From an optimization exercise on the open Yosys and OpenROAD flow, aimed at small area and a short achievable clock period; shortcuts taken in it are not production practice.
Function was checked by simulation only, so behaviour that the tests miss may differ from the original.
Power and IR drop assume default switching activity.

$ cat flow/run.sh
#!/bin/bash
set -euo pipefail
cd "$(dirname "$0")/.."
bash standard.sh synth > flow_synth.log 2>&1
bash standard.sh SETUP_SLACK_MARGIN=7.0 finish > flow_layout.log 2>&1
$ cat standard.sh
#!/bin/bash
# synth_recipe.tcl (not shown) runs the flow's synth.tcl, then flattens the netlist and writes it again
# the make line also repeats each setting of config.mk as NAME=value (left out here)
make -C /OpenROAD-flow-scripts/flow DESIGN_CONFIG=/design/flow/config.mk WORK_HOME=/design/flow/orfs CLKGATE_MAP_FILE= SYNTH_SCRIPT=/design/flow/synth_recipe.tcl "${@:-finish}"
$ cat config.mk
export PLATFORM = sky130hd
export DESIGN_NAME = ml_demodulator
export DESIGN_NICKNAME = ml_demodulator
export VERILOG_FILES = /design/flow/design.v
export SDC_FILE = /design/flow/constraint.sdc
export NUM_CORES = 8
export LEC_CHECK = 0
export ABC_CLOCK_PERIOD_IN_PS = 3000
export CAP_MARGIN = 20
export CORE_MARGIN = 2
export CORE_UTILIZATION = 40
export SETUP_SLACK_MARGIN = 5
export SLEW_MARGIN = 20
$ cat constraint.sdc
create_clock -name core_clock -period 11.0 [get_ports {i_clk}]
set_input_delay 2.2000 -clock core_clock [delete_from_list [all_inputs] [get_ports {i_clk}]]
set_output_delay 2.2000 -clock core_clock [all_outputs]
set_load 0.01 [all_outputs]
$ cat design.v
module ml_demodulator_lane #(parameter LANE = 0) (
    input             clk,
    input             bwe,         
    input             rb,          
    input             sen,         
    input      [1:0]  sk,          
    input      [1:0]  sp,          
    input      [12:0] eo,          
    input      [10:0] t_s, t_c,    
    input      [10:0] dpos, dneg,  
    input      [1:0]  sel_j,       
    output reg [5:0]  s_out,
    output     [10:0] p1,
    output     [7:0]  s1
);
    wire e_l4 = eo[12], e_c1 = eo[11], e_c2 = eo[10], e_c3 = eo[9], e_c4 = eo[8], e_c5 = eo[7];
    wire e_d1 = eo[6], e_d2 = eo[5], e_d3 = eo[4], e_mrg = eo[3], e_cb = eo[2], e_it = eo[1], e_c31 = eo[0];
    reg  [10:0] s_temp [0:3];
    reg  [10:0] min_PED_1st, min_PED_2nd, min_PED_3rd, min_PED_temp, min_PED_temp2;
    reg  [1:0]  d1_76, d2_76, d3_76;
    reg  [3:0]  d1_h, d2_h, d3_h, dt_h, dt2_h;      
    reg         d1_0, d2_0, d3_0, dt_0, dt2_0;      
    wire [7:0]  s_fianl_1st   = {d1_76, d1_h, LANE[0], d1_0};
    wire [7:0]  s_fianl_2nd   = {d2_76, d2_h, LANE[0], d2_0};
    wire [7:0]  s_fianl_3rd   = {d3_76, d3_h, LANE[0], d3_0};
    wire [7:0]  s_final_temp  = {2'b00, dt_h, LANE[0], dt_0};
    wire [7:0]  s_final_temp2 = {2'b00, dt2_h, LANE[0], dt2_0};
    assign p1 = min_PED_1st;
    assign s1 = s_fianl_1st;
    always @(*) begin
        case (sel_j)
            2'd0: s_out = s_fianl_1st[5:0];
            2'd1: s_out = s_fianl_2nd[5:0];
            default: s_out = s_fianl_3rd[5:0];
        endcase
    end
    reg [10:0] b_s, b_c;
    always @(posedge clk) if (bwe) begin b_s <= t_s; b_c <= t_c; end
    wire [10:0] rx = rb ? dneg : dpos;
    wire [10:0] e  = b_s + b_c + ~rx + 11'd1;
    reg  [10:0] er;
    always @(posedge clk) er <= e;
    wire [9:0]  u = er[9:0];
    wire [19:0] sq_diag;
    genvar gi;
    generate
        for (gi = 0; gi < 10; gi = gi + 1) begin : g_diag
            assign sq_diag[2*gi] = u[gi];
            assign sq_diag[2*gi+1] = (gi == 5) ? er[10] : 1'b0;    
        end
    endgenerate
    wire [19:0] sq_r0 = ({10'd0, u[9:1] & {9{u[0]}}} << 2);
    wire [19:0] sq_r1 = ({10'd0, u[9:2] & {8{u[1]}}} << 4);
    wire [19:0] sq_r2 = ({10'd0, u[9:3] & {7{u[2]}}} << 6);
    wire [19:0] sq_r3 = ({10'd0, u[9:4] & {6{u[3]}}} << 8);
    wire [19:0] sq_r4 = ({10'd0, u[9:5] & {5{u[4]}}} << 10);
    wire [19:0] sq_r5 = ({10'd0, u[9:6] & {4{u[5]}}} << 12);
    wire [19:0] sq_r6 = ({10'd0, u[9:7] & {3{u[6]}}} << 14);
    wire [19:0] sq_r7 = ({10'd0, u[9:8] & {2{u[7]}}} << 16);
    wire [19:0] sq_r8 = ({10'd0, u[9:9] & {1{u[8]}}} << 18);
    wire [19:0] sq_sg = er[10] ? {~u[8:0], 11'd0} : 20'd0;
    wire [19:0] sqt_s1 = sq_diag ^ sq_r0 ^ sq_r1;
    wire [19:0] sqt_m1 = (sq_diag & sq_r0) | (sq_diag & sq_r1) | (sq_r0 & sq_r1);
    wire [19:0] sqt_c1 = {sqt_m1[18:0], 1'b0};
    wire [19:0] sqt_s2 = sq_r2 ^ sq_r3 ^ sq_r4;
    wire [19:0] sqt_m2 = (sq_r2 & sq_r3) | (sq_r2 & sq_r4) | (sq_r3 & sq_r4);
    wire [19:0] sqt_c2 = {sqt_m2[18:0], 1'b0};
    wire [19:0] sqt_s3 = sq_r5 ^ sq_r6 ^ sq_r7;
    wire [19:0] sqt_m3 = (sq_r5 & sq_r6) | (sq_r5 & sq_r7) | (sq_r6 & sq_r7);
    wire [19:0] sqt_c3 = {sqt_m3[18:0], 1'b0};
    wire [19:0] sqt_s4 = sqt_s1 ^ sqt_c1 ^ sqt_s2;
    wire [19:0] sqt_m4 = (sqt_s1 & sqt_c1) | (sqt_s1 & sqt_s2) | (sqt_c1 & sqt_s2);
    wire [19:0] sqt_c4 = {sqt_m4[18:0], 1'b0};
    wire [19:0] sqt_s5 = sqt_c2 ^ sqt_s3 ^ sqt_c3;
    wire [19:0] sqt_m5 = (sqt_c2 & sqt_s3) | (sqt_c2 & sqt_c3) | (sqt_s3 & sqt_c3);
    wire [19:0] sqt_c5 = {sqt_m5[18:0], 1'b0};
    wire [19:0] sqt_s6 = sqt_s4 ^ sqt_c4 ^ sqt_s5;
    wire [19:0] sqt_m6 = (sqt_s4 & sqt_c4) | (sqt_s4 & sqt_s5) | (sqt_c4 & sqt_s5);
    wire [19:0] sqt_c6 = {sqt_m6[18:0], 1'b0};
    wire [19:0] sqt_s7 = sqt_c5 ^ sq_r8 ^ sq_sg;
    wire [19:0] sqt_m7 = (sqt_c5 & sq_r8) | (sqt_c5 & sq_sg) | (sq_r8 & sq_sg);
    wire [19:0] sqt_c7 = {sqt_m7[18:0], 1'b0};
    wire [19:0] sqt_s8 = sqt_s6 ^ sqt_c6 ^ sqt_s7;
    wire [19:0] sqt_m8 = (sqt_s6 & sqt_c6) | (sqt_s6 & sqt_s7) | (sqt_c6 & sqt_s7);
    wire [19:0] sqt_c8 = {sqt_m8[18:0], 1'b0};
    wire [19:0] sqt_s9 = sqt_s8 ^ sqt_c8 ^ sqt_c7;
    wire [19:0] sqt_m9 = (sqt_s8 & sqt_c8) | (sqt_s8 & sqt_c7) | (sqt_c8 & sqt_c7);
    wire [19:0] sqt_c9 = {sqt_m9[18:0], 1'b0};
    wire [9:0] sq_lo = {1'b0, sqt_s9[8:0]} + {1'b0, sqt_c9[8:0]};
    reg  [10:0] q_s, q_c;
    reg         q_ci;
    always @(posedge clk) begin
        q_s  <= sqt_s9[19:9];
        q_c  <= sqt_c9[19:9];
        q_ci <= sq_lo[9];
    end
    reg  [10:0] pa;
    always @(*) begin
        case (sp)
            2'd0: pa = 11'd0;
            2'd1: pa = min_PED_1st;
            2'd2: pa = min_PED_2nd;
            default: pa = min_PED_3rd;
        endcase
    end
    wire [10:0] a1 = sk[1] ? (sk[0] ? s_temp[1] : s_temp[0]) : pa;
    wire [10:0] a2 = sk[0] ? s_temp[3] : s_temp[2];
    wire [10:0] x1s = a1 ^ q_s ^ q_c;
    wire [10:0] x1m = (a1 & q_s) | (a1 & q_c) | (q_s & q_c);
    wire [10:0] x2s = a2 ^ q_s ^ q_c;
    wire [10:0] x2m = (a2 & q_s) | (a2 & q_c) | (q_s & q_c);
    wire [10:0] o1 = x1s + {x1m[9:0], 1'b0} + {10'd0, q_ci};
    wire [10:0] o2 = x2s + {x2m[9:0], 1'b0} + {10'd0, q_ci};
    always @(posedge clk) if (sen) begin
        case (sk)
            2'd0: begin s_temp[0] <= o1; s_temp[1] <= o1; end
            2'd1: begin s_temp[2] <= o1; s_temp[3] <= o1; end
            2'd2: begin s_temp[0] <= o1; s_temp[2] <= o2; end
            default: begin s_temp[1] <= o1; s_temp[3] <= o2; end
        endcase
    end
    wire lt01 = s_temp[0] < s_temp[1], lt02 = s_temp[0] < s_temp[2], lt03 = s_temp[0] < s_temp[3];
    wire lt12 = s_temp[1] < s_temp[2], lt13 = s_temp[1] < s_temp[3], lt23 = s_temp[2] < s_temp[3];
    wire eq01 = s_temp[0] == s_temp[1], eq02 = s_temp[0] == s_temp[2], eq03 = s_temp[0] == s_temp[3];
    wire eq12 = s_temp[1] == s_temp[2], eq13 = s_temp[1] == s_temp[3], eq23 = s_temp[2] == s_temp[3];
    wire lt10 = ~lt01 & ~eq01, lt20 = ~lt02 & ~eq02, lt30 = ~lt03 & ~eq03;
    wire lt21 = ~lt12 & ~eq12, lt31 = ~lt13 & ~eq13, lt32 = ~lt23 & ~eq23;
    reg [1:0] C1_1st, C1_3rd, C1_temp;
    always @(*) begin
        C1_1st = 2'd0; C1_3rd = 2'd0; C1_temp = 2'd0;
        if(lt01 && lt02 && lt03)
        begin
        C1_1st = 2'd0;
        if(lt13 && lt23)
        begin
        C1_3rd = 2'd1;
        C1_temp = 2'd2;
        end
        else if(lt12 && lt32)
        begin
        C1_3rd = 2'd1;
        C1_temp = 2'd3;
        end
        else
        begin
        C1_3rd = 2'd2;
        C1_temp = 2'd3;
        end
        end
        else if(lt10 && lt12 && lt13)
        begin
        C1_1st = 2'd1;
        if(lt03 && lt23)
        begin
        C1_3rd = 2'd0;
        C1_temp = 2'd2;
        end
        else if(lt02 && lt32)
        begin
        C1_3rd = 2'd0;
        C1_temp = 2'd3;
        end
        else
        begin
        C1_3rd = 2'd2;
        C1_temp = 2'd3;
        end
        end
        else if(lt20 && lt21 && lt23)
        begin
        C1_1st = 2'd2;
        if(lt03 && lt13)
        begin
        C1_3rd = 2'd0;
        C1_temp = 2'd1;
        end
        else if(lt10 && lt03)
        begin
        C1_3rd = 2'd1;
        C1_temp = 2'd3;
        end
        else
        begin
        C1_3rd = 2'd0;
        C1_temp = 2'd3;
        end
        end
        else
        begin
        C1_1st = 2'd3;
        if(lt02 && lt12)
        begin
        C1_3rd = 2'd0;
        C1_temp = 2'd1;
        end
        else if(lt01 && lt21)
        begin
        C1_3rd = 2'd0;
        C1_temp = 2'd2;
        end
        else
        begin
        C1_3rd = 2'd2;
        C1_temp = 2'd1;
        end
        end
    end
    reg [1:0] C2_2nd, C2_temp2;
    always @(*) begin
        C2_2nd = 2'd0; C2_temp2 = 2'd0;
        if(lt01 && lt02 && lt03)
        begin
        C2_2nd = 2'd0;
        if(lt12 && lt13)
        begin
        C2_temp2 = 2'd1;
        end
        else if(lt21 && lt23)
        begin
        C2_temp2 = 2'd2;
        end
        else
        begin
        C2_temp2 = 2'd3;
        end
        end
        else if(lt10 && lt12 && lt13)
        begin
        C2_2nd = 2'd1;
        if(lt02 && lt03)
        begin
        C2_temp2 = 2'd0;
        end
        else if(lt20 && lt23)
        begin
        C2_temp2 = 2'd2;
        end
        else
        begin
        C2_temp2 = 2'd3;
        end
        end
        else if(lt20 && lt21 && lt23)
        begin
        C2_2nd = 2'd2;
        if(lt01 && lt03)
        begin
        C2_temp2 = 2'd0;
        end
        else if(lt10 && lt13)
        begin
        C2_temp2 = 2'd1;
        end
        else
        begin
        C2_temp2 = 2'd3;
        end
        end
        else
        begin
        C2_2nd = 2'd3;
        if(lt01 && lt02)
        begin
        C2_temp2 = 2'd0;
        end
        else if(lt10 && lt12)
        begin
        C2_temp2 = 2'd1;
        end
        else
        begin
        C2_temp2 = 2'd2;
        end
        end
    end
    reg [1:0] C3_1st, C3_temp;
    always @(*) begin
        C3_1st = 2'd0; C3_temp = 2'd0;
        if(lt01 && lt02 && lt03)
        begin
        C3_1st = 2'd0;
        if(lt12 && lt13)
        begin
        C3_temp = 2'd1;
        end
        else if(lt21 && lt23)
        begin
        C3_temp = 2'd2;
        end
        else
        begin
        C3_temp = 2'd3;
        end
        end
        else if(lt10 && lt12 && lt13)
        begin
        C3_1st = 2'd1;
        if(lt02 && lt03)
        begin
        C3_temp = 2'd0;
        end
        else if(lt20 && lt23)
        begin
        C3_temp = 2'd2;
        end
        else
        begin
        C3_temp = 2'd3;
        end
        end
        else if(lt20 && lt21 && lt23)
        begin
        C3_1st = 2'd2;
        if(lt01 && lt03)
        begin
        C3_temp = 2'd0;
        end
        else if(lt10 && lt13)
        begin
        C3_temp = 2'd1;
        end
        else
        begin
        C3_temp = 2'd3;
        end
        end
        else
        begin
        C3_1st = 2'd3;
        if(lt01 && lt02)
        begin
        C3_temp = 2'd0;
        end
        else if(lt10 && lt12)
        begin
        C3_temp = 2'd1;
        end
        else
        begin
        C3_temp = 2'd2;
        end
        end
    end
    reg [1:0] C4_2nd, C4_temp2;
    always @(*) begin
        C4_2nd = 2'd0; C4_temp2 = 2'd0;
        if(lt01 && lt02 && lt03)
        begin
        C4_2nd = 2'd0;
        if(lt12 && lt13)
        begin
        C4_temp2 = 2'd1;
        end
        else if(lt21 && lt23)
        begin
        C4_temp2 = 2'd2;
        end
        else
        begin
        C4_temp2 = 2'd3;
        end
        end
        else if(lt10 && lt12 && lt13)
        begin
        C4_2nd = 2'd1;
        if(lt02 && lt03)
        begin
        C4_temp2 = 2'd0;
        end
        else if(lt20 && lt23)
        begin
        C4_temp2 = 2'd2;
        end
        else
        begin
        C4_temp2 = 2'd3;
        end
        end
        else if(lt20 && lt21 && lt23)
        begin
        C4_2nd = 2'd2;
        if(lt01 && lt03)
        begin
        C4_temp2 = 2'd0;
        end
        else if(lt10 && lt13)
        begin
        C4_temp2 = 2'd1;
        end
        else
        begin
        C4_temp2 = 2'd3;
        end
        end
        else
        begin
        C4_2nd = 2'd3;
        if(lt01 && lt02)
        begin
        C4_temp2 = 2'd0;
        end
        else if(lt10 && lt12)
        begin
        C4_temp2 = 2'd1;
        end
        else
        begin
        C4_temp2 = 2'd2;
        end
        end
    end
    reg [1:0] C5_3rd, C5_temp2;
    always @(*) begin
        C5_3rd = 2'd0; C5_temp2 = 2'd0;
        if(lt01 && lt02 && lt03)
        begin
        C5_3rd = 2'd0;
        if(lt12 && lt13)
        begin
        C5_temp2 = 2'd1;
        end
        else if(lt21 && lt23)
        begin
        C5_temp2 = 2'd2;
        end
        else
        begin
        C5_temp2 = 2'd3;
        end
        end
        else if(lt10 && lt12 && lt13)
        begin
        C5_3rd = 2'd1;
        if(lt02 && lt03)
        begin
        C5_temp2 = 2'd0;
        end
        else if(lt20 && lt23)
        begin
        C5_temp2 = 2'd2;
        end
        else
        begin
        C5_temp2 = 2'd3;
        end
        end
        else if(lt20 && lt21 && lt23)
        begin
        C5_3rd = 2'd2;
        if(lt01 && lt03)
        begin
        C5_temp2 = 2'd0;
        end
        else if(lt10 && lt13)
        begin
        C5_temp2 = 2'd1;
        end
        else
        begin
        C5_temp2 = 2'd3;
        end
        end
        else
        begin
        C5_3rd = 2'd3;
        if(lt01 && lt02)
        begin
        C5_temp2 = 2'd0;
        end
        else if(lt10 && lt12)
        begin
        C5_temp2 = 2'd1;
        end
        else
        begin
        C5_temp2 = 2'd2;
        end
        end
    end
    reg [1:0] D1_1st;
    always @(*) begin
        D1_1st = 2'd0;
        if(lt01 && lt02 && lt03)
        begin
        D1_1st = 2'd0;
        end
        else if(lt10 && lt12 && lt13)
        begin
        D1_1st = 2'd1;
        end
        else if(lt20 && lt21 && lt23)
        begin
        D1_1st = 2'd2;
        end
        else
        begin
        D1_1st = 2'd3;
        end
    end
    reg [1:0] D2_2nd;
    always @(*) begin
        D2_2nd = 2'd0;
        if(lt01 && lt02 && lt03)
        begin
        D2_2nd = 2'd0;
        end
        else if(lt10 && lt12 && lt13)
        begin
        D2_2nd = 2'd1;
        end
        else if(lt20 && lt21 && lt23)
        begin
        D2_2nd = 2'd2;
        end
        else
        begin
        D2_2nd = 2'd3;
        end
    end
    reg [1:0] D3_3rd;
    always @(*) begin
        D3_3rd = 2'd0;
        if(lt01 && lt02 && lt03)
        begin
        D3_3rd = 2'd0;
        end
        else if(lt10 && lt12 && lt13)
        begin
        D3_3rd = 2'd1;
        end
        else if(lt20 && lt21 && lt23)
        begin
        D3_3rd = 2'd2;
        end
        else
        begin
        D3_3rd = 2'd3;
        end
    end
    wire [1:0] iM  = e_l4 ? (LANE ? 2'd2 : 2'd0) : C1_1st;
    wire [1:0] iX2 = e_l4 ? (LANE ? 2'd3 : 2'd1) : (e_c1 ? C1_3rd : C2_temp2);
    wire [1:0] iX3 = C1_temp;
    wire       ps1 = e_c1 | e_c3 | e_d1;
    wire       ps2 = e_c2 | e_c4 | e_d2;
    wire [4:0] par = ps1 ? {d1_h, d1_0} : (ps2 ? {d2_h, d2_0} : {d3_h, d3_0});
    wire       f32 = e_c1 | e_c2;        
    wire [10:0] vM  = s_temp[iM];
    wire [10:0] vX2 = s_temp[iX2];
    wire [10:0] vX3 = s_temp[iX3];
    wire [4:0]  nM  = f32 ? {par[4:3], iM,  par[0]} : {iM,  par[2:1], par[0]};
    wire [4:0]  nX2 = f32 ? {par[4:3], iX2, par[0]} : {iX2, par[2:1], par[0]};
    wire [4:0]  nX3 = {par[4:3], iX3, par[0]};
    wire        mIT = e_it;
    wire        mCB = e_cb;
    wire [10:0] mA = min_PED_1st, mB = min_PED_2nd;
    wire [10:0] mC = mIT ? min_PED_temp : min_PED_3rd;
    wire [10:0] mT = mCB ? min_PED_temp : min_PED_temp2;
    wire [4:0]  mS = mCB ? {dt_h, dt_0} : {dt2_h, dt2_0};
    wire gAB = mB < mA, gAC = mC < mA, gBC = mC < mB;
    wire eAB = mA == mB, eAC = mA == mC, eBC = mB == mC;
    wire gBA = ~gAB & ~eAB, gCA = ~gAC & ~eAC, gCB = ~gBC & ~eBC;
    wire amax = gAB & gAC, bmax = gBA & gBC, cmax = gCA & gCB;
    wire repA = amax & (mT < mA);
    wire repB = ~amax & bmax & (mT < mB);
    wire repC = ~amax & ~bmax & cmax & (mT < mC);
    wire c31a = gAB & gCB;            
    wire c31b = ~c31a & gAC & gBC;    
    wire mg   = e_mrg & ~e_c31;
    wire rA   = mg & repA, rB = mg & repB, rC3 = mg & repC & ~mIT, rCT = mg & repC & mIT;
    wire c3a  = e_c31 & c31a, c3b = e_c31 & c31b;
    wire p1m  = e_l4 | e_c1 | e_c3 | e_d1;
    wire p2m  = e_c2 | e_c4 | e_d2;
    wire p3m  = e_c5 | e_d3;
    wire s1n  = e_c1 | e_c3;
    wire s2n  = e_c2 | e_c4;
    wire t2x  = e_c2 | e_c4 | e_c5;
    wire en1  = p1m | rA | c3a | c3b;
    wire en2  = p2m | e_l4 | rB;
    wire en3  = p3m | e_c1 | rC3;
    wire enT  = e_c1 | e_c3 | rCT;
    wire [10:0] nP1 = ({11{p1m}} & vM) | ({11{rA}} & mT) | ({11{c3a}} & min_PED_2nd) | ({11{c3b}} & min_PED_3rd);
    wire [10:0] nP2 = ({11{p2m}} & vM) | ({11{e_l4}} & vX2) | ({11{rB}} & mT);
    wire [10:0] nP3 = ({11{p3m}} & vM) | ({11{e_c1}} & vX2) | ({11{rC3}} & mT);
    wire [10:0] nPT = ({11{e_c1}} & vX3) | ({11{e_c3}} & vX2) | ({11{rCT}} & mT);
    wire [4:0]  nS1 = ({5{s1n}} & nM) | ({5{rA}} & mS) | ({5{c3a}} & {d2_h, d2_0}) | ({5{c3b}} & {d3_h, d3_0});
    wire [4:0]  nS2 = ({5{s2n}} & nM) | ({5{e_l4}} & 5'b00001) | ({5{rB}} & mS);
    wire [4:0]  nS3 = ({5{e_c5}} & nM) | ({5{e_c1}} & nX2) | ({5{rC3}} & mS);
    wire [4:0]  nST = ({5{e_c1}} & nX3) | ({5{e_c3}} & nX2) | ({5{rCT}} & mS);
    wire [1:0]  n76 = ({2{e_d1}} & iM) | ({2{c3a}} & d2_76) | ({2{c3b}} & d3_76);
    always @(posedge clk) begin
        if (en1) min_PED_1st <= nP1;
        if (en2) min_PED_2nd <= nP2;
        if (en3) min_PED_3rd <= nP3;
        if (enT) min_PED_temp <= nPT;
        if (t2x) min_PED_temp2 <= vX2;
        if (e_l4 | s1n | rA | c3a | c3b) {d1_h, d1_0} <= nS1;
        if (e_l4 | s2n | rB) {d2_h, d2_0} <= nS2;
        if (e_c5 | e_c1 | rC3) {d3_h, d3_0} <= nS3;
        if (enT) {dt_h, dt_0} <= nST;
        if (t2x) {dt2_h, dt2_0} <= nX2;
        if (e_d1 | c3a | c3b) d1_76 <= n76;
        if (e_d2) d2_76 <= iM;
        if (e_d3) d3_76 <= iM;
    end
endmodule
module ml_demodulator(
    i_clk,
    i_reset,
    i_trig,
    i_y_hat,
    i_r,
    i_rd_rdy,
    o_rd_vld,
    o_llr,
    o_hard_bit
);
    input i_clk;
    input i_reset;
    input i_trig;
    input [159:0] i_y_hat;
    input [319:0] i_r;
    input i_rd_rdy;
    output o_rd_vld;
    output [7:0] o_llr;
    output o_hard_bit;
    reg [10:0] y4i, y4r, y3i, y3r, y2i, y2r, y1i, y1r;
    reg [10:0] ch [0:15];
    wire       ch_sh = (k_slot != 3'd0);
    integer ci;
    always @(posedge i_clk) begin
        if (~busy) begin
        ch[0] <= i_r[319:309];    
        ch[1] <= i_r[279:269];    
        ch[2] <= i_r[299:289];    
        ch[3] <= i_r[179:169];    
        ch[4] <= i_r[239:229];    
        ch[5] <= i_r[259:249];    
        ch[6] <= i_r[139:129];    
        ch[7] <= i_r[159:149];    
        ch[8] <= i_r[79:69];    
        ch[9] <= i_r[39:29];    
        ch[10] <= i_r[59:49];    
        ch[11] <= i_r[199:189];    
        ch[12] <= i_r[219:209];    
        ch[13] <= i_r[99:89];    
        ch[14] <= i_r[119:109];    
        ch[15] <= i_r[19:9];    
        end else if (ch_sh) begin
            for (ci = 0; ci < 15; ci = ci + 1) ch[ci] <= ch[ci + 1];
        end
    end
    reg       busy;
    reg [5:0] cyc;
    always @(posedge i_clk or posedge i_reset) begin
        if (i_reset) begin
            busy <= 1'b0;
            cyc  <= 6'd0;
        end else if (i_trig) begin
            busy <= 1'b1;
            cyc  <= 6'd0;
        end else if (busy) begin
            cyc  <= cyc + 6'd1;
            if (cyc == 6'd57) busy <= 1'b0;
        end
    end
    reg [30-1:0] cw_next, cw;
    always @(*) begin
        cw_next = 30'h300000;
        if (busy) begin
            case (cyc)
            6'd0: cw_next = 30'h2400000;
            6'd1: cw_next = 30'h1780000;
            6'd2: cw_next = 30'h3040000;
            6'd3: cw_next = 30'hd0000;
            6'd4: cw_next = 30'h10360000;
            6'd5: cw_next = 30'h12070000;
            6'd6: cw_next = 30'h11182000;
            6'd7: cw_next = 30'h13044000;
            6'd8: cw_next = 30'h141d4000;
            6'd9: cw_next = 30'h16064000;
            6'd10: cw_next = 30'h151f4000;
            6'd11: cw_next = 30'h17049000;
            6'd12: cw_next = 30'h4d8000;
            6'd13: cw_next = 30'h668000;
            6'd14: cw_next = 30'h878000;
            6'd15: cw_next = 30'ha00800;
            6'd16: cw_next = 30'h200010;
            6'd17: cw_next = 30'h18;
            6'd18: cw_next = 30'h0;
            6'd19: cw_next = 30'h20100000;
            6'd20: cw_next = 30'h22c00000;
            6'd21: cw_next = 30'h21f80000;
            6'd22: cw_next = 30'h23044000;
            6'd23: cw_next = 30'h241d4000;
            6'd24: cw_next = 30'h26064000;
            6'd25: cw_next = 30'h251f4000;
            6'd26: cw_next = 30'h27048400;
            6'd27: cw_next = 30'h281d8000;
            6'd28: cw_next = 30'h2a068000;
            6'd29: cw_next = 30'h291f8000;
            6'd30: cw_next = 30'h2b04c200;
            6'd31: cw_next = 30'h4dc014;
            6'd32: cw_next = 30'h66c014;
            6'd33: cw_next = 30'h87c014;
            6'd34: cw_next = 30'ha00100;
            6'd35: cw_next = 30'h200010;
            6'd36: cw_next = 30'h18;
            6'd37: cw_next = 30'h0;
            6'd38: cw_next = 30'h30100000;
            6'd39: cw_next = 30'h32000000;
            6'd40: cw_next = 30'h31180000;
            6'd41: cw_next = 30'h33044000;
            6'd42: cw_next = 30'h341d4000;
            6'd43: cw_next = 30'h36064000;
            6'd44: cw_next = 30'h351f4000;
            6'd45: cw_next = 30'h37048080;
            6'd46: cw_next = 30'h381d8000;
            6'd47: cw_next = 30'h3a068000;
            6'd48: cw_next = 30'h391f8000;
            6'd49: cw_next = 30'h3b04c040;
            6'd50: cw_next = 30'hdc000;
            6'd51: cw_next = 30'h6c000;
            6'd52: cw_next = 30'h7c000;
            6'd53: cw_next = 30'h20;
            6'd54: cw_next = 30'h12;
            6'd55: cw_next = 30'h0;
            6'd56: cw_next = 30'h1;
            6'd57: cw_next = 30'h300000;
                default: cw_next = 30'h300000;
            endcase
        end
    end
    always @(posedge i_clk) cw <= cw_next;
    wire [1:0] k_lay = cw[29:28];
    wire [1:0] k_j = cw[27:26];
    wire [0:0] k_lane = cw[25:25];
    wire [0:0] k_part = cw[24:24];
    wire [2:0] k_slot = cw[23:21];
    wire [0:0] k_bwe = cw[20:20];
    wire [0:0] k_rb = cw[19:19];
    wire [0:0] k_sen = cw[18:18];
    wire [1:0] k_sk = cw[17:16];
    wire [1:0] k_sp = cw[15:14];
    wire [12:0] k_eo = cw[13:1];
    wire [0:0] k_fin = cw[0:0];
    reg [19:0] cwp;     
    always @(posedge i_clk) cwp <= {k_bwe, k_rb, k_sen, k_sk, k_sp, k_eo};
    wire [10:0] cx = ch[0];
    wire [10:0] cx1 = {cx[10], cx[10:1]};
    wire [10:0] cx3 = {{3{cx[10]}}, cx[10:3]};
    wire [10:0] cx4 = {{4{cx[10]}}, cx[10:4]};
    wire [10:0] cpos = cx1 + cx3 + cx4;
    wire [1:0]  ccor = {1'b0, ~cx[0]} + {1'b0, ~|cx[2:0]} + {1'b0, ~|cx[3:0]};
    wire        cmin = (cx == 11'h400);
    wire [10:0] cneg = cmin ? cpos : (~cx1 + ~cx3 + ~cx4 + {9'd0, ccor});
    reg [10:0] dP, dN, f1rP, f1rN, f1iP, f1iN, f3rP, f3rN, f3iP, f3iN;
    always @(posedge i_clk) begin
        case (k_slot)
            3'd1: begin dP   <= cpos; dN   <= cneg; end
            3'd2: begin f1rP <= cpos; f1rN <= cneg; end
            3'd3: begin f1iP <= cpos; f1iN <= cneg; end
            3'd6: begin f3rP <= cpos; f3rN <= cneg; end
            3'd7: begin f3iP <= cpos; f3iN <= cneg; end
            default: ;
        endcase
    end
    always @(posedge i_clk) begin
        if (~busy) begin
            y4i <= i_y_hat[159:149]; y4r <= i_y_hat[139:129];
            y3i <= i_y_hat[119:109]; y3r <= i_y_hat[ 99: 89];
            y2i <= i_y_hat[ 79: 69]; y2r <= i_y_hat[ 59: 49];
            y1i <= i_y_hat[ 39: 29]; y1r <= i_y_hat[ 19:  9];
        end else begin
            if (k_slot == 3'd4) begin y4r <= cpos; y3r <= cneg; end
            if (k_slot == 3'd5) begin y4i <= cpos; y3i <= cneg; end
        end
    end
    wire [10:0] f2rP = y4r, f2iP = y4i, f2rN = y3r, f2iN = y3i;
    reg [5:0] tf2_next, tf2;
    always @(*) begin
        tf2_next = 6'h2;
        if (busy) begin
            case (cyc)
                6'd0: tf2_next = 6'h1;
                6'd1: tf2_next = 6'h3;
                6'd2: tf2_next = 6'h0;
                6'd3: tf2_next = 6'h10;
                6'd4: tf2_next = 6'h12;
                6'd5: tf2_next = 6'h11;
                6'd6: tf2_next = 6'h13;
                6'd7: tf2_next = 6'h14;
                6'd8: tf2_next = 6'h16;
                6'd9: tf2_next = 6'h15;
                6'd10: tf2_next = 6'h17;
                6'd11: tf2_next = 6'h0;
                6'd12: tf2_next = 6'h0;
                6'd13: tf2_next = 6'h0;
                6'd14: tf2_next = 6'h0;
                6'd15: tf2_next = 6'h0;
                6'd16: tf2_next = 6'h0;
                6'd17: tf2_next = 6'h0;
                6'd18: tf2_next = 6'h20;
                6'd19: tf2_next = 6'h22;
                6'd20: tf2_next = 6'h21;
                6'd21: tf2_next = 6'h23;
                6'd22: tf2_next = 6'h24;
                6'd23: tf2_next = 6'h26;
                6'd24: tf2_next = 6'h25;
                6'd25: tf2_next = 6'h27;
                6'd26: tf2_next = 6'h28;
                6'd27: tf2_next = 6'h2a;
                6'd28: tf2_next = 6'h29;
                6'd29: tf2_next = 6'h2b;
                6'd30: tf2_next = 6'h0;
                6'd31: tf2_next = 6'h0;
                6'd32: tf2_next = 6'h0;
                6'd33: tf2_next = 6'h0;
                6'd34: tf2_next = 6'h0;
                6'd35: tf2_next = 6'h0;
                6'd36: tf2_next = 6'h0;
                6'd37: tf2_next = 6'h30;
                6'd38: tf2_next = 6'h32;
                6'd39: tf2_next = 6'h31;
                6'd40: tf2_next = 6'h33;
                6'd41: tf2_next = 6'h34;
                6'd42: tf2_next = 6'h36;
                6'd43: tf2_next = 6'h35;
                6'd44: tf2_next = 6'h37;
                6'd45: tf2_next = 6'h38;
                6'd46: tf2_next = 6'h3a;
                6'd47: tf2_next = 6'h39;
                6'd48: tf2_next = 6'h3b;
                6'd49: tf2_next = 6'h0;
                6'd50: tf2_next = 6'h0;
                6'd51: tf2_next = 6'h0;
                6'd52: tf2_next = 6'h0;
                6'd53: tf2_next = 6'h0;
                6'd54: tf2_next = 6'h0;
                6'd55: tf2_next = 6'h0;
                6'd56: tf2_next = 6'h0;
                6'd57: tf2_next = 6'h2;
                default: tf2_next = 6'h2;
            endcase
        end
    end
    always @(posedge i_clk) tf2 <= tf2_next;
    wire [1:0] n_lay = tf2[5:4];
    wire [1:0] n_j = tf2[3:2];
    wire       n_lane = tf2[1];
    wire       n_part = tf2[0];
    wire [5:0] s_n, s_p;
    wire [5:0] ns = (n_lay == 2'd1) ? {4'd0, n_lane, n_j[0]} : (n_lane ? s_p : s_n);
    wire ng1 = (n_lay != 2'd0), ng2 = n_lay[1], ng3 = (n_lay == 2'd3);
    reg  a1s, b1s, a2s, b2s, a3s, b3s, g1, g2, g3;
    always @(posedge i_clk) begin
        a1s <= n_part ? ns[0] : ns[1];
        b1s <= n_part ? ns[1] : ns[0];
        a2s <= n_part ? ns[2] : ns[3];
        b2s <= n_part ? ns[3] : ns[2];
        a3s <= n_part ? ns[4] : ns[5];
        b3s <= n_part ? ns[5] : ns[4];
        g1 <= ng1; g2 <= ng2; g3 <= ng3;
    end
    wire [10:0] va1 = {11{g1}} & (a1s ? f1rN : f1rP);
    wire [10:0] vb1 = {11{g1}} & (b1s ? f1iN : f1iP);
    wire [10:0] va2 = {11{g2}} & (a2s ? f2rN : f2rP);
    wire [10:0] vb2 = {11{g2}} & (b2s ? f2iN : f2iP);
    wire [10:0] va3 = {11{g3}} & (a3s ? f3rN : f3rP);
    wire [10:0] vb3 = {11{g3}} & (b3s ? f3iN : f3iP);
    reg  [10:0] t_y;
    always @(*) begin
        case ({k_lay, k_part})
            3'b000: t_y = y4r; 3'b001: t_y = y4i;
            3'b010: t_y = y3r; 3'b011: t_y = y3i;
            3'b100: t_y = y2r; 3'b101: t_y = y2i;
            3'b110: t_y = y1r; default: t_y = y1i;
        endcase
    end
    wire [10:0] t_a1 = ~va1, t_a2 = ~va2, t_a3 = ~va3;
    wire [10:0] t_b1 = k_part ? ~vb1 : vb1;
    wire [10:0] t_b2 = k_part ? ~vb2 : vb2;
    wire [10:0] t_b3 = k_part ? ~vb3 : vb3;
    wire [10:0] t_k  = k_part ? 11'd6 : 11'd3;
    wire [10:0] trt_s10 = t_y ^ t_a1 ^ t_a2;
    wire [10:0] trt_m10 = (t_y & t_a1) | (t_y & t_a2) | (t_a1 & t_a2);
    wire [10:0] trt_c10 = {trt_m10[9:0], 1'b0};
    wire [10:0] trt_s11 = t_a3 ^ t_b1 ^ t_b2;
    wire [10:0] trt_m11 = (t_a3 & t_b1) | (t_a3 & t_b2) | (t_b1 & t_b2);
    wire [10:0] trt_c11 = {trt_m11[9:0], 1'b0};
    wire [10:0] trt_s12 = trt_s10 ^ trt_c10 ^ trt_s11;
    wire [10:0] trt_m12 = (trt_s10 & trt_c10) | (trt_s10 & trt_s11) | (trt_c10 & trt_s11);
    wire [10:0] trt_c12 = {trt_m12[9:0], 1'b0};
    wire [10:0] trt_s13 = trt_c11 ^ t_b3 ^ t_k;
    wire [10:0] trt_m13 = (trt_c11 & t_b3) | (trt_c11 & t_k) | (t_b3 & t_k);
    wire [10:0] trt_c13 = {trt_m13[9:0], 1'b0};
    wire [10:0] trt_s14 = trt_s12 ^ trt_c12 ^ trt_s13;
    wire [10:0] trt_m14 = (trt_s12 & trt_c12) | (trt_s12 & trt_s13) | (trt_c12 & trt_s13);
    wire [10:0] trt_c14 = {trt_m14[9:0], 1'b0};
    wire [10:0] trt_s15 = trt_s14 ^ trt_c14 ^ trt_c13;
    wire [10:0] trt_m15 = (trt_s14 & trt_c14) | (trt_s14 & trt_c13) | (trt_c14 & trt_c13);
    wire [10:0] trt_c15 = {trt_m15[9:0], 1'b0};
    wire [10:0] p1_n, p1_p;
    wire [7:0]  s1_n, s1_p;
    ml_demodulator_lane #(.LANE(0)) lane_n (
        .clk(i_clk), .bwe(k_bwe & ~k_lane), .rb(k_rb), .sen(k_sen), .sk(k_sk), .sp(k_sp), .eo(k_eo),
        .t_s(trt_s15), .t_c(trt_c15), .dpos(dP), .dneg(dN),
        .sel_j(n_j), .s_out(s_n), .p1(p1_n), .s1(s1_n));
    ml_demodulator_lane #(.LANE(1)) lane_p (
        .clk(i_clk), .bwe(cwp[19] & k_lane), .rb(cwp[18]), .sen(cwp[17]), .sk(cwp[16:15]), .sp(cwp[14:13]), .eo(cwp[12:0]),
        .t_s(trt_s15), .t_c(trt_c15), .dpos(dP), .dneg(dN),
        .sel_j(n_j), .s_out(s_p), .p1(p1_p), .s1(s1_p));
    wire        fin  = busy & k_fin;
    wire        win  = (p1_n < p1_p);
    wire [7:0]  w_m  = win ? p1_n[8:1] : p1_p[8:1];
    wire [7:0]  w_s  = win ? s1_n : s1_p;
    reg  [7:0]  q_m [0:14];
    reg  [7:0]  q_sb [0:14];
    reg  [3:0]  wp, rp, cnt;
    reg  [2:0]  oi;
    reg         vld, pnd;
    reg  [7:0]  llr;
    wire        full = (cnt == 4'd15);
    wire        wr   = (fin | pnd) & ~full;
    always @(posedge i_clk) if (wr) begin
        q_m[wp]  <= w_m;
        q_sb[wp] <= w_s;
    end
    wire [7:0] h_m  = q_m[rp];
    wire [7:0] h_s  = q_sb[rp];
    wire       h_b  = h_s[~oi];
    wire [7:0] h_l  = h_b ? (h_m - 8'h7f) : (8'h7f - h_m);
    wire       free = ~vld | i_rd_rdy;
    wire       avail = (cnt != 4'd0);
    wire       pop  = free & avail;
    wire       done = pop & (oi == 3'd7);
    always @(posedge i_clk or posedge i_reset) begin
        if (i_reset) begin
            wp <= 4'd0; rp <= 4'd0; cnt <= 4'd0; oi <= 3'd0; vld <= 1'b0; pnd <= 1'b0;
        end else begin
            if (wr) wp <= (wp == 4'd14) ? 4'd0 : wp + 4'd1;
            if (done) rp <= (rp == 4'd14) ? 4'd0 : rp + 4'd1;
            cnt <= cnt + {3'd0, wr} - {3'd0, done};
            pnd <= (fin | pnd) & full;
            if (pop) oi <= oi + 3'd1;
            if (free) vld <= avail;
        end
    end
    always @(posedge i_clk) if (pop) llr <= h_l;
    assign o_rd_vld   = vld;
    assign o_llr      = llr;
    assign o_hard_bit = llr[7];
endmodule
==> results.ini, run 1 <==
[layout]
drive_gt1_share_pct = 22.86
final_cells = 8026
final_nets = 7000
n_fill_cell = 13770
syn_to_final_growth_pct = 22.50

[power]
p_per_area_nw_per_um2 = 304.0
internal-power_w = 0.01425
p_comb_share_pct = 55.5
power_frac_clock_pct = 16.5
net-switching-power_w = 0.009516
switching_share_pct = 40.05
ir_worst_vdd_v = 0.0002162
p_leak_nw = 30.69
power_w = 0.02376
seqPwrFrac_pct = 28.0

[drt]
drc = 0
ant_nets = 0
viasPerCell = 5.512
wl_um = 175500
wl_per_cell_um = 21.86
drtPass1Iterations = 9
vias = 44240
drt_iter0_markers = 3356

[logic_synthesis]
ys.flop_type = edfxtp_1
syn_nets = 6419
synth_area_um2 = 63810
synthTopCellsByArea = edfxtp_1, ha_1, fa_1
synth_edf_count = 922
ys_seq_area_share_pct = 48.44
synthDistinctLibCells = 94
synthCells = 5272
ys_seq_elements = 1077
synth.avg_cell_area_um2 = 12.10
synth_top_area_share_pct = 43.39
synthArstFlopShare_pct = 2.228
synth-warning-count = 6
yosysMostFrequentCell = edfxtp_1
synth_area_leader_cell = edfxtp_1
synth_common_cells = edfxtp_1, inv_1, ha_1

[timing]
skew_ns = 0.06108
setup-tns-final_ns = 0
period_needed_ns = 4.100
rsz0062_at_grt = yes
tightestPinTransition_ns = 1.211
timing.fmax_mhz = 243.9
timing.slew.headroom_pct = 19.00
layout_setup_ws_ns = 6.900
final_max_slew_viol_count = 0
post-route-period-util_pct = 37.28
timing.final.hold_violations = 0
finalSetupViolCount = 0

[global_route]
grt_pass1_wl_um = 265200
grt_pass1_vias = 44130
antenna_found_initial = 13
grt_remaining_overflow = 0
grt_start_max_net_pins = 80
grt_usage_pct = 20.94

[floorplan]
fp.dieW_um = 403.4
core_area_um2 = 158400
row_count = 146
start_util_pct = 40.29
io_pins = 494
dieArea_um2 = 162700
die_h_um = 403.4

[status]
outcome = finished clean

[flow_run]
drv_cap = 0

[clock_network]
cts_tree = yes
clock-sinks = 1077
numCtsBuffers = 116
clk_pin_slew_ns = 0.06
cts-root-buf = clkbuf_16
cts-hold-fix-buffers = 0
clock_latency_ns = 0.75
clockBufferDepth = 3
htreeDepth = 3

[placed_design]
dpl.cell_count = 7489
dp_hpwl_um = 123700
dpl_worst_slack_ns = 5.715
io_buffers = 277
place_congestion = 0.9182

[critical_path]
cp-end-kind = flop
arrival_ns = 4.54
worstPathRequired_ns = 11.44
path_max_fanout = 6
timing.critical_path.from_type = flop
crit_type = reg -> reg

[worst_hold_path]
hold_path.class = reg -> reg

-- registers in the layout, summed over array words and instances (netlist names), 20 cells and up --
register,cells
cw,28
q_sb,120
q_m,120
lane_n.s_temp,44
ch,176
lane_p.s_temp,44
cwp,20
-- routing by layer --
metal	vias to the layer above	part of all wire, %	wire length, um	track usage [%]
li1	20540	-	-	-
met1	21830	43	74800	28.10
met2	1517	48	83510	34.67
met3	340	6.8	12010	4.059
met4	16	2.9	5041	5.565
met5	-	0.062	109	0
-- cell usage in the layout, fill, tap and decap left out, types with 95 or more instances in the layout --
cell type,Yosys,layout
a21oi_1,221,194
buf_4,5,321
clkbuf_16,0,126
clkdlybuf4s50_1,0,277
dfxtp_1,131,120
edfxtp_1,922,922
fa_1,184,178
ha_1,479,446
inv_1,536,493
mux2_2,279,276
mux2i_1,208,175
mux4_2,94,95
nand2_1,376,356
nor2_1,231,211
o21ai_0,294,241
xnor2_1,113,105
-- critical path: stages, from the launching register on --
cell,delay (ns)
edfxtp_1,0.49
inv_2,0.12
ha_4,0.28
nand4_1,0.19
a211oi_2,0.25
buf_4,0.17
a2111oi_4,0.05
buf_4,0.17
buf_6,0.12
or3_4,0.33
o21ai_2,0.08
a211oi_2,0.10
a2111o_2,0.52
buf_12,0.16
bufbuf_16,0.27
mux4_2,0.31
nand2_1,0.10
o221ai_2,0.11
-- metrics by stage --
stage                     hold slack [ns]  utilization [%]  cell area [um^2]
after global placement             0.3418            43.58             69020
final                              0.3503            49.35             78160
after CTS                          0.3547            47.52             75260
after global routing               0.3662            49.34             78150
after floorplan                    0.3235                -             63820
after detailed placement           0.3422            43.60             69050
-- kinds of logic after synthesis --
| logic type | count (synthesis) | share of synthesized area [%] |
|---|---|---|
| fa+ha+maj | 663 | 15.17 |
| flops | 1077 | 48.44 |
| buf+inv | 757 | 4.571 |
| simple gates | 1024 | 7.624 |
| mux | 582 | 11.55 |
| xor+xnor | 136 | 1.867 |
| compound gates | 1033 | 10.78 |
-- area by class of cell --
type                       count  area (um^2)  area share [%]
clock buffer                 147         3186           4.076
antenna                        5        12.51         0.01601
multi-input combinational   3443        32310           41.34
clock inverter                67        633.1          0.8100
sequential                  1077        30950           39.60
timing repair buffer         674         6425           8.220
tap                         2072         2592           3.317
inverter                     541         2051           2.624
-- power by group through the flow --
| stage | Sequential (W) | Clock [W] | Combinational (W) |
|---|---|---|---|
| final | 0.00666 | 0.00391 | 0.0132 |
| after detailed placement | 0.00682 | 0 | 0.0108 |
| after global placement | 0.00680 | 0 | 0.0106 |
| after global routing | 0.00675 | 0.00415 | 0.0145 |
| after CTS | 0.00668 | 0.00399 | 0.0119 |
| after floorplan | 0.00648 | 0 | 0.00759 |
-- path summary, 6_finish.rpt --
kind,startpoint,endpoint,slack [ns],depth (start not counted)
min reg2reg,cw[20],cwp[19],0.35,0
max,lane_p.s_temp[2][7],lane_p.min_PED_temp[7],6.90,17
max reg2reg,lane_p.s_temp[2][7],lane_p.min_PED_temp[7],6.90,17
max in group asynchronous,i_reset,busy,8.79,3
min in group asynchronous,i_reset,rp[1],1.84,3
min,cw[20],cwp[19],0.35,0
-- what timing repair did --
item	in CTS	in global routing
buffers inserted	162	136
pin swaps	78	134
endpoints found under the setup margin	458	393
gates cloned	11	9
resized for setup	248	357
==> run 2: changes to the inputs <==
==> flow/run.sh (replaced) <==
#!/bin/bash
set -euo pipefail
cd "$(dirname "$0")/.."
bash standard.sh synth > flow_synth.log 2>&1
bash standard.sh SETUP_SLACK_MARGIN=6.6 finish > flow_layout.log 2>&1
==> results.ini, run 2 <==
[status]
outcome = finished clean

[placed_design]
dp_hpwl_um = 124200  ; +0.39%
dpl.cell_count = 7486  ; -0.040%
place_congestion = 0.8970  ; -2.3%
io_buffers = 277  ; unchanged

[flow_run]
drv_cap = 0  ; unchanged

[critical_path]
path_max_fanout = 7  ; +1
cpPeakStageDelay_ns = 0.58  ; +0.06 ns
worstPathRequired_ns = 11.44  ; about the same
crit_type = reg -> reg
cp.buffers_inverters = 1  ; -5
path_cells = inv_1 > ha_1 > a21o_1 > a31oi_1 > or3_1 > a32o_1 > nand3_1 > o21ai_1 > a2111o_2 > mux4_2 > nand2_1 > o221ai_1
cp_slowest_cell = mux4_2
critPathTopFamily = compound AO/OA/AOI/OAI gates
timing.critical_path.from_type = flop
cp-end-kind = flop
arrival_ns = 4.81  ; +0.27 ns

[global_route]
antenna_found_initial = 18  ; +5
grt_start_max_net_pins = 87  ; +8.8%
grt_remaining_overflow = 0  ; unchanged
grt_pass1_wl_um = 259400  ; -2.2%
grt_usage_pct = 20.44  ; -0.50 points
grt_pass1_vias = 43720  ; -0.93%

[power]
net-switching-power_w = 0.008780  ; -7.7%
ir_worst_vdd_v = 0.0002502  ; +16%
internal-power_w = 0.01292  ; -9.3%
seqPwrFrac_pct = 30.7  ; +2.7 points
power_frac_clock_pct = 17.5  ; +1.0 points
p_leak_nw = 29.03  ; -5.4%
p_per_area_nw_per_um2 = 293.8  ; -3.3%
switching_share_pct = 40.47  ; +0.42 points
p_comb_share_pct = 51.8  ; -3.7 points

[drt]
vias = 42590  ; -3.7%
viasPerCell = 5.476  ; -0.65%
wl_um = 168500  ; -4.0%
drtPass1Iterations = 9  ; unchanged
ant_nets = 0  ; unchanged
wl_per_cell_um = 21.66  ; -0.94%
drt_iter0_markers = 3148  ; -6.2%
drc = 0  ; unchanged

[logic_synthesis]
synth_edf_count = 922  ; unchanged
ys.flop_type = edfxtp_1
synth_top_area_share_pct = 43.39  ; unchanged
synth_area_um2 = 63810  ; unchanged
synth.avg_cell_area_um2 = 12.10  ; unchanged
synthTopCellsByArea = edfxtp_1, ha_1, fa_1
synthArstFlopShare_pct = 2.228  ; unchanged
ys_seq_elements = 1077  ; unchanged
synth-warning-count = 6  ; unchanged
synthDistinctLibCells = 94  ; unchanged
yosysMostFrequentCell = edfxtp_1
synthCells = 5272  ; unchanged
syn_nets = 6419  ; unchanged
ys_seq_area_share_pct = 48.44  ; unchanged
synth_common_cells = edfxtp_1, inv_1, ha_1
synth_area_leader_cell = edfxtp_1

[timing]
skew_ns = 0.05117  ; -0.009918 ns
rsz0062_at_grt = yes
timing.final.hold_violations = 0  ; unchanged
timing.slew.headroom_pct = 26.61  ; +7.6 points
period_needed_ns = 4.371  ; +0.2709 ns
timing.fmax_mhz = 228.8  ; -6.2%
finalSetupViolCount = 0  ; unchanged
final_max_slew_viol_count = 0  ; unchanged
setup-tns-final_ns = 0  ; unchanged
post-route-period-util_pct = 39.74  ; +2.5 points
tightestPinTransition_ns = 1.089  ; -0.1212 ns

[layout]
final_cells = 7778  ; -3.1%
final_common_cell = edfxtp_1
largest-register = ch
final-seq-area_um2 = 30930  ; about the same
syn_to_final_growth_pct = 15.72
final_cell_mix = edfxtp_1, inv_1, ha_1, nand2_1, o21ai_0
reg.largest.list = ch: 176 flops, q_m: 120 flops, q_sb: 120 flops
largest_register_ff_count = 176  ; unchanged
multi_input_area_um2 = 30570  ; -5.4%
n_fill_cell = 14230  ; +3.4%
final_nets = 6749  ; -3.6%
drive_gt1_share_pct = 14.61  ; -8.3 points

[clock_network]
clk_pin_slew_ns = 0.06  ; about the same
clockBufferDepth = 3  ; unchanged
clock_latency_ns = 0.77  ; +0.02 ns
numCtsBuffers = 118  ; +1.7%
cts-root-buf = clkbuf_16
cts_tree = yes
cts-hold-fix-buffers = 0  ; unchanged
clock-sinks = 1077  ; unchanged
htreeDepth = 3  ; unchanged

[floorplan]
fp.dieW_um = 403.4  ; unchanged
io_pins = 494  ; unchanged
dieArea_um2 = 162700  ; unchanged
die_h_um = 403.4  ; unchanged
row_count = 146  ; unchanged
core_area_um2 = 158400  ; unchanged
start_util_pct = 40.29  ; unchanged

[worst_hold_path]
hold_path.class = reg -> reg

run 2: cell counts after synthesis:
Identical to the previous run, type by type.
run 2: metal layers:
metal | vias to the layer above | global-route usage [%] | wire length, um
met5 | - | 0 | 104
met4 | 16 | 5.408 | 5059
met3 | 284 | 4.020 | 10860
met2 | 1300 | 33.87 | 78860
met1 | 20960 | 27.36 | 73570
li1 | 20030 | - | -
run 2: path summary, 6_finish.rpt:
path                                     start                     end  slack (ns)  cells past startpoint
hold reg to reg                         cw[20]                 cwp[19]        0.37                      0
max in group asynchronous              i_reset                    busy        8.62                      3
setup / recovery           lane_p.s_temp[3][1]  lane_p.min_PED_temp[0]        6.63                     12
setup reg to reg           lane_p.s_temp[3][1]  lane_p.min_PED_temp[0]        6.63                     12
min in group asynchronous              i_reset                     vld        1.67                      2
hold / removal                          cw[20]                 cwp[19]        0.37                      0
run 2: cell type report:
class	count	share of cell area (%)
inverter	541	2.762
clock buffer	156	4.323
timing repair buffer	422	5.387
antenna	4	0.01356
multi-input combinational	3442	41.40
sequential	1077	41.89
tap	2072	3.511
clock inverter	64	0.7050
run 2: cells by family (layout without fill, tap and decap cells):
group                      after synthesis  after routing  synth area share, %
other                                    0              4                    0
adders and majority gates              663            663                15.17
muxes                                  582            582                11.55
and+or+nand+nor                       1024           1025                7.624
buffers and inverters                  757           1183                4.571
AOI/OAI and AO/OA                     1033           1036                10.78
xor gates and xnor gates               136            136                1.867
DFF                                   1077           1077                48.44
run 2: worst reg2reg max path, stage by stage, from the launching register on:
cell and delay [ns]:
edfxtp_1 0.56, inv_1 0.15, ha_1 0.22, a21o_1 0.16, a31oi_1 0.25, or3_1 0.20, a32o_1 0.46, nand3_1 0.39
o21ai_1 0.53, a2111o_2 0.38, mux4_2 0.58, nand2_1 0.09, o221ai_1 0.12
run 2: power by group through the flow:
stage,sequential [W],clock [W],combinational [W]
2_1_floorplan,0.00648,0,0.00759
6_report,0.00667,0.00379,0.0112
3_5_place_dp,0.00678,0,0.0109
4_1_cts,0.00669,0.00388,0.0111
3_3_place_gp,0.00676,0,0.0106
5_1_grt,0.00676,0.00404,0.0126
run 2: metrics by stage:
| step | hold WS (ns) | power (W) | utilization (%) | cell area, um^2 | setup WS (ns) |
|---|---|---|---|---|---|
| floorplan | 0.3235 | 0.01407 | - | 63810 | 6.643 |
| global placement | 0.3348 | 0.01739 | 43.57 | 69010 | 5.624 |
| detailed placement | 0.3556 | 0.01764 | 43.58 | 69010 | 5.578 |
| CTS | 0.3658 | 0.02167 | 46.15 | 73100 | 6.601 |
| global route | 0.3787 | 0.02344 | 46.61 | 73830 | 6.559 |
| finish | 0.3716 | 0.02170 | 46.62 | 73830 | 6.629 |
run 2: timing repair:
action	CTS	global route
buffers inserted	16	46
setup endpoints to repair	208	208
cloned	2	4
pin swaps	7	27
gates resized for setup	60	78
==> run 3: changes to the inputs <==
==> flow/run.sh (replaced) <==
#!/bin/bash
set -euo pipefail
cd "$(dirname "$0")/.."
bash standard.sh synth > flow_synth.log 2>&1
bash standard.sh SETUP_SLACK_MARGIN=7.0 \
  'CTS_ARGS=-sink_clustering_enable -repair_clock_nets -dont_use_dummy_load -sink_clustering_size 24 -buf_list sky130_fd_sc_hd__clkbuf_8' \
  finish > flow_layout.log 2>&1
==> results.ini, run 3 <==
[logic_synthesis]
ys_seq_elements = 1077  ; unchanged
yosysMostFrequentCell = edfxtp_1
synth_area_um2 = 63810  ; unchanged
ys_seq_area_share_pct = 48.44  ; unchanged
syn_nets = 6419  ; unchanged
synthDistinctLibCells = 94  ; unchanged
synth_edf_count = 922  ; unchanged
synthCells = 5272  ; unchanged
synth-warning-count = 6  ; unchanged
synth_common_cells = edfxtp_1, inv_1, ha_1
synthTopCellsByArea = edfxtp_1, ha_1, fa_1
synth_area_leader_cell = edfxtp_1
synth.avg_cell_area_um2 = 12.10  ; unchanged
synthArstFlopShare_pct = 2.228  ; unchanged
ys.flop_type = edfxtp_1
synth_top_area_share_pct = 43.39  ; unchanged

[timing]
layout_setup_ws_ns = 6.858  ; +0.2293 ns
setup-tns-final_ns = 0  ; unchanged
finalSetupViolCount = 0  ; unchanged
post-route-period-util_pct = 37.65  ; -2.1 points
timing.final.hold_violations = 0  ; unchanged
tightestPinTransition_ns = 1.152  ; +0.06256 ns
skew_ns = 0.1118  ; +0.06061 ns
timing.fmax_mhz = 241.4  ; +5.5%
timing.slew.headroom_pct = 23.10  ; -3.5 points
rsz0062_at_grt = yes
period_needed_ns = 4.142  ; -0.2293 ns
final_max_slew_viol_count = 0  ; unchanged

[worst_hold_path]
hold_path.class = reg -> reg

[placed_design]
io_buffers = 277  ; unchanged
dpl_worst_slack_ns = 5.715  ; +0.1375 ns
dp_hpwl_um = 123700  ; -0.39%
place_congestion = 0.9182  ; +2.4%

[global_route]
grt_remaining_overflow = 0  ; unchanged
grt_pass1_vias = 44460  ; +1.7%
antenna_found_initial = 14  ; -4
grt_start_max_net_pins = 80  ; -8.0%
grt_pass1_wl_um = 264200  ; +1.9%
grt_usage_pct = 20.93  ; +0.49 points

[drt]
viasPerCell = 5.541  ; +1.2%
ant_nets = 0  ; unchanged
vias = 44130  ; +3.6%
drc = 0  ; unchanged
drtPass1Iterations = 8  ; -1
wl_um = 174100  ; +3.3%
drt_iter0_markers = 3470  ; +10%
wl_per_cell_um = 21.86  ; +0.94%

[critical_path]
r2r_slack_ns = 6.86  ; +0.23 ns
path_cells = buf_6 > ha_4 > nand4_1 > a211oi_2 > buf_4 > buf_4 > a2111oi_4 > buf_4 > buf_6 > nor2_4 > o21ai_2 > a311oi_2 > a21oi_2 > buf_6 > a221o_4 > mux4_2 > nand2_2 > o221ai_2
r2r_end = lane_p.min_PED_temp[10]
reg2reg_depth = 18  ; +6
worstPathRequired_ns = 11.52  ; +0.08 ns
cp-end-kind = flop
crit_path_end = lane_p.min_PED_temp[10]
cp.buffers_inverters = 6  ; +5
arrival_ns = 4.66  ; -0.15 ns
critPathTopFamily = compound AO/OA/AOI/OAI gates
cp_num_cells = 18  ; +6
crit_type = reg -> reg
reg2reg_from = lane_p.s_temp[1][7]
cp_slowest_cell = edfxtp_1
timing.critical_path.from_type = flop
cpPeakStageDelay_ns = 0.51  ; -0.07 ns
cp-startpoint = lane_p.s_temp[1][7]
path_max_fanout = 6  ; -1

[flow_run]
drv_cap = 0  ; unchanged

[clock_network]
clock-sinks = 1077  ; unchanged
cts-hold-fix-buffers = 0  ; unchanged
htreeDepth = 4  ; +1
clock_latency_ns = 0.90  ; +0.13 ns
clockBufferDepth = 3  ; unchanged
numCtsBuffers = 180  ; +53%
clk_pin_slew_ns = 0.05  ; about the same
cts-root-buf = clkbuf_8
cts_tree = yes

[floorplan]
core_area_um2 = 158400  ; unchanged
die_h_um = 403.4  ; unchanged
dieArea_um2 = 162700  ; unchanged
fp.dieW_um = 403.4  ; unchanged
io_pins = 494  ; unchanged
row_count = 146  ; unchanged
start_util_pct = 40.29  ; unchanged

[layout]
reg.largest.list = ch: 176 flops, q_m: 120 flops, q_sb: 120 flops
largest_register_ff_count = 176  ; unchanged
final_common_cell = edfxtp_1
final_cell_mix = edfxtp_1, inv_1, ha_1, nand2_1, buf_4
largest-register = ch
syn_to_final_growth_pct = 19.28
final_nets = 7038  ; +4.3%
drive_gt1_share_pct = 22.09  ; +7.5 points

[power]
p_leak_nw = 29.92  ; +3.1%
ir_worst_vdd_v = 0.0002175  ; -13%
p_per_area_nw_per_um2 = 291.7  ; -0.71%

[status]
outcome = finished clean

## run 3: area by class of cell
| type | instances | area, um^2 |
|---|---|---|
| Sequential cell | 1077 | 30950 |
| Timing Repair Buffer | 648 | 6045 |
| Clock buffer | 180 | 2477 |
| Multi-Input combinational cell | 3443 | 31990 |
| Fill cell | 14000 | 82270 |
| Tap cell | 2072 | 2592 |
| Antenna cell | 3 | 7.507 |
| Inverter | 541 | 2052 |
## run 3: where the power goes
part	total, W	leakage (nW)	switching, W	internal [W]
Combinational	0.0127	18.7	0.00709	0.00556
Sequential	0.00667	9.93	0.000545	0.00612
Clock	0.00289	1.29	0.00146	0.00143
Total	0.0222	29.9	0.00909	0.0131
## run 3: worst min-delay path by stage
stage / start / end / slack, ns / cells after the start
after floorplan: cw[20] / cwp[19] / 0.32 / 0
after global placement: cw[20] / cwp[19] / 0.34 / 0
after detailed placement: cw[20] / cwp[19] / 0.34 / 0
after CTS: cw[20] / cwp[19] / 0.35 / 0
after global routing: cw[20] / cwp[19] / 0.36 / 0
final: cw[20] / cwp[19] / 0.35 / 0
## run 3: cell families after synthesis
family | synth area share [%]
AOI/OAI and AO/OA | 10.78
muxes | 11.55
adders and majority gates | 15.17
xor gates and xnor gates | 1.867
buffers and inverters | 4.571
and+or+nand+nor | 7.624
DFF | 48.44
## run 3: metrics by stage
| stage | total power [W] | area (um^2) | hold WS, ns | instances | utilization, % |
|---|---|---|---|---|---|
| detailed placement | 0.01761 | 69050 | 0.3422 | 7489 | 43.60 |
| CTS | 0.02154 | 74030 | 0.3486 | 7842 | 46.74 |
| floorplan | 0.01407 | 63820 | 0.3235 | 5272 | - |
| global route | 0.02390 | 76110 | 0.3608 | 7963 | 48.05 |
| global placement | 0.01735 | 69020 | 0.3418 | 7488 | 43.58 |
| finish | 0.02220 | 76110 | 0.3493 | 7964 | 48.06 |
## run 3: what timing repair did
item,4_1_cts,5_1_grt
gates cloned,9,5
setup buffers,164,114
pin swaps,83,97
setup endpoints to repair,463,361
gates resized for setup,278,260
## run 3: metal layers
| layer | global-route usage (%) | part of all wire, % | vias up | wire, um |
|---|---|---|---|---|
| met5 | 0 | 0.082 | - | 143 |
| met4 | 6.071 | 2.7 | 20 | 4675 |
| met3 | 4.423 | 7.1 | 328 | 12360 |
| met2 | 34.43 | 48 | 1520 | 82820 |
| met1 | 27.84 | 43 | 21770 | 74090 |
| li1 | - | - | 20490 | - |
==> run 4: changes to the inputs <==
==> flow/run.sh (replaced) <==
#!/bin/bash
set -euo pipefail
cd "$(dirname "$0")/.."
bash standard.sh synth > flow_synth.log 2>&1
bash standard.sh SETUP_SLACK_MARGIN=7.0 \
  'CTS_ARGS=-sink_clustering_enable -repair_clock_nets -dont_use_dummy_load' \
  finish > flow_layout.log 2>&1
==> results.ini, run 4 <==
[status]
outcome = finished clean

[critical_path]
crit_type = reg -> reg
reg2reg_depth = 17  ; -1
arrival_ns = 4.48  ; -0.18 ns
r2r_slack_ns = 6.91  ; +0.05 ns
cp-end-kind = flop
worst_path_most_repeated_cell = buf_6
r2r_end = lane_p.min_PED_temp[9]
timing.critical_path.from_type = flop
path_cells = inv_2 > ha_1 > nand4_1 > a211oi_2 > buf_4 > a2111o_1 > and4_4 > buf_6 > a21oi_2 > o22ai_2 > nand2_2 > a221o_2 > buf_6 > buf_6 > mux4_2 > nand2_1 > o221ai_1
reg2reg_from = lane_p.s_temp[2][5]
cp-startpoint = lane_p.s_temp[2][5]
worstPathRequired_ns = 11.39  ; -0.13 ns
cp_slowest_cell = a221o_2
cpPeakStageDelay_ns = 0.51  ; about the same
path_max_fanout = 5  ; -1

[power]
ir_worst_vdd_v = 0.0002119  ; -2.6%
p_leak_nw = 29.99  ; +0.26%
p_per_area_nw_per_um2 = 297.1  ; +1.8%

[timing]
rsz0062_at_grt = yes
finalSetupViolCount = 0  ; unchanged
final_max_slew_viol_count = 0  ; unchanged
timing.slew.headroom_pct = 23.99  ; +0.89 points
post-route-period-util_pct = 37.22  ; -0.44 points
timing.fmax_mhz = 244.3  ; +1.2%
skew_ns = 0.1053  ; -0.006467 ns
period_needed_ns = 4.094  ; -0.04803 ns
timing.final.hold_violations = 0  ; unchanged
setup-tns-final_ns = 0  ; unchanged
tightestPinTransition_ns = 1.136  ; -0.01590 ns

[layout]
final_common_cell = edfxtp_1
final_util_pct = 48.32  ; +0.26 points
syn_to_final_growth_pct = 19.93
largest_register_ff_count = 176  ; unchanged
drive_gt1_share_pct = 21.26  ; -0.83 points
final_cell_mix = edfxtp_1, inv_1, ha_1, nand2_1, buf_4
reg.largest.list = ch: 176 flops, q_m: 120 flops, q_sb: 120 flops
largest-register = ch
final_nets = 6967  ; -1.0%

[clock_network]
clock-sinks = 1077  ; unchanged
clockBufferDepth = 3  ; unchanged
numCtsBuffers = 116  ; -36%
clock_latency_ns = 0.75  ; -0.15 ns
htreeDepth = 3  ; -1
clk_pin_slew_ns = 0.06  ; about the same
cts-root-buf = clkbuf_16
cts-hold-fix-buffers = 0  ; unchanged
cts_tree = yes

[logic_synthesis]
synth.avg_cell_area_um2 = 12.10  ; unchanged
ys_seq_area_share_pct = 48.44  ; unchanged
ys_seq_elements = 1077  ; unchanged
synthTopCellsByArea = edfxtp_1, ha_1, fa_1
synth_area_um2 = 63810  ; unchanged
yosysMostFrequentCell = edfxtp_1
synth_area_leader_cell = edfxtp_1
ys.flop_type = edfxtp_1
synthCells = 5272  ; unchanged
synth_top_area_share_pct = 43.39  ; unchanged
synth_edf_count = 922  ; unchanged
synthDistinctLibCells = 94  ; unchanged
synth-warning-count = 6  ; unchanged
syn_nets = 6419  ; unchanged
synth_common_cells = edfxtp_1, inv_1, ha_1
synthArstFlopShare_pct = 2.228  ; unchanged

[floorplan]
io_pins = 494  ; unchanged
fp.dieW_um = 403.4  ; unchanged
start_util_pct = 40.29  ; unchanged
dieArea_um2 = 162700  ; unchanged
die_h_um = 403.4  ; unchanged
core_area_um2 = 158400  ; unchanged
row_count = 146  ; unchanged

[global_route]
grt_pass1_wl_um = 262700  ; -0.55%
grt_usage_pct = 20.75  ; -0.18 points
grt_pass1_vias = 43780  ; -1.5%
antenna_found_initial = 13  ; -1
grt_start_max_net_pins = 80  ; unchanged
grt_remaining_overflow = 0  ; unchanged

[worst_hold_path]
hold_path.class = reg -> reg
min-delay-start = cw[20]
hold_depth = 0  ; unchanged
hold_path_end = cwp[19]

[placed_design]
dp_hpwl_um = 123700  ; unchanged
place_congestion = 0.9182  ; unchanged
io_buffers = 277  ; unchanged

[drt]
drc = 0  ; unchanged
wl_per_cell_um = 22.05  ; +0.88%
wl_um = 174100  ; about the same
drtPass1Iterations = 6  ; -2
vias = 43880  ; -0.57%
ant_nets = 0  ; unchanged
viasPerCell = 5.559  ; +0.33%
drt_iter0_markers = 3605  ; +3.9%

[flow_run]
drv_cap = 0  ; unchanged

[run 4: area by class of cell]
| cell class | instances | area [um^2] |
|---|---|---|
| Fill cell | 13900 | 81860 |
| Multi-Input combinational cell | 3443 | 32030 |
| Sequential cell | 1077 | 30950 |
| Timing Repair Buffer | 641 | 5988 |
| Clock buffer | 116 | 2903 |
| Tap cell | 2072 | 2592 |
| Inverter | 541 | 2048 |
| Antenna cell | 3 | 7.507 |
[run 4: how the worst max path moves through the flow]
stage / endpoint / slack, ns / depth (start not counted)
finish: lane_p.min_PED_temp[9] / 6.91 / 17
detailed placement: lane_p.s_temp[3][10] / 5.72 / 20
global route: lane_n.s_temp[2][10] / 6.83 / 20
floorplan: lane_n.b_s[10] / 7.03 / 14
global placement: lane_p.s_temp[3][10] / 5.87 / 20
CTS: y3i[7] / 6.84 / 15
[run 4: logic make-up (layout without fill, tap and decap cells)]
family	after synthesis	after routing	share of synthesized area [%]
buffers and inverters	757	1298	4.571
other	0	3	0
flip-flops	1077	1077	48.44
AND/OR/NAND/NOR	1024	1027	7.624
adder cells (fa/ha/maj)	663	663	15.17
multiplexers	582	582	11.55
AO/OA/AOI/OAI	1033	1035	10.78
XOR/XNOR	136	136	1.867
[run 4: critical path, delay by kind of cell (launching register included)]
kind / cells / cell delay, ns
and+or+nand+nor: 4 / 0.70
muxes: 1 / 0.30
AOI/OAI and AO/OA: 6 / 1.28
buffers and inverters: 5 / 0.68
DFF: 1 / 0.47
adders and majority gates: 1 / 0.39
[run 4: layer usage]
layer  vias up  global-route usage, %  routed length [um]
li1      20350                      -                   -
met1     21710                  27.88               74470
met2      1483                  34.54               83040
met3       316                  3.822               11860
met4        16                  5.322                4592
met5         -                      0                 109
[run 4: where the power goes]
group / leakage, nW / internal (W) / switching (W) / total, W
logic: 18.6 / 0.00562 / 0.00713 / 0.0128
clock network: 1.43 / 0.00183 / 0.00149 / 0.00331
registers: 9.93 / 0.00612 / 0.000542 / 0.00666
[run 4: through the flow]
stage	std cells	worst slack (ns)	hold WS (ns)	cell area (um^2)	power, W
after floorplan	5272	7.034	0.3235	63820	0.01407
after global placement	7488	5.866	0.3418	69020	0.01735
after detailed placement	7489	5.715	0.3422	69050	0.01761
after CTS	7766	6.842	0.3543	74060	0.02177
after global routing	7890	6.828	0.3658	76510	0.02440
final	7893	6.906	0.3489	76520	0.02273
[run 4: repair_timing]
item,4_1_cts,5_1_grt
pin swaps,68,122
resized for setup,229,313
setup buffers,153,118
gates cloned,8,6
endpoints found under the setup margin,459,350

Setup slack of run 4, layout unchanged: 6.906 ns with ideal ports, 6.906 ns with driving cells assumed (clock clkbuf_16, inputs buf_2), 6.605 ns with port delays also shifted by the 0.775 ns mid clock arrival.
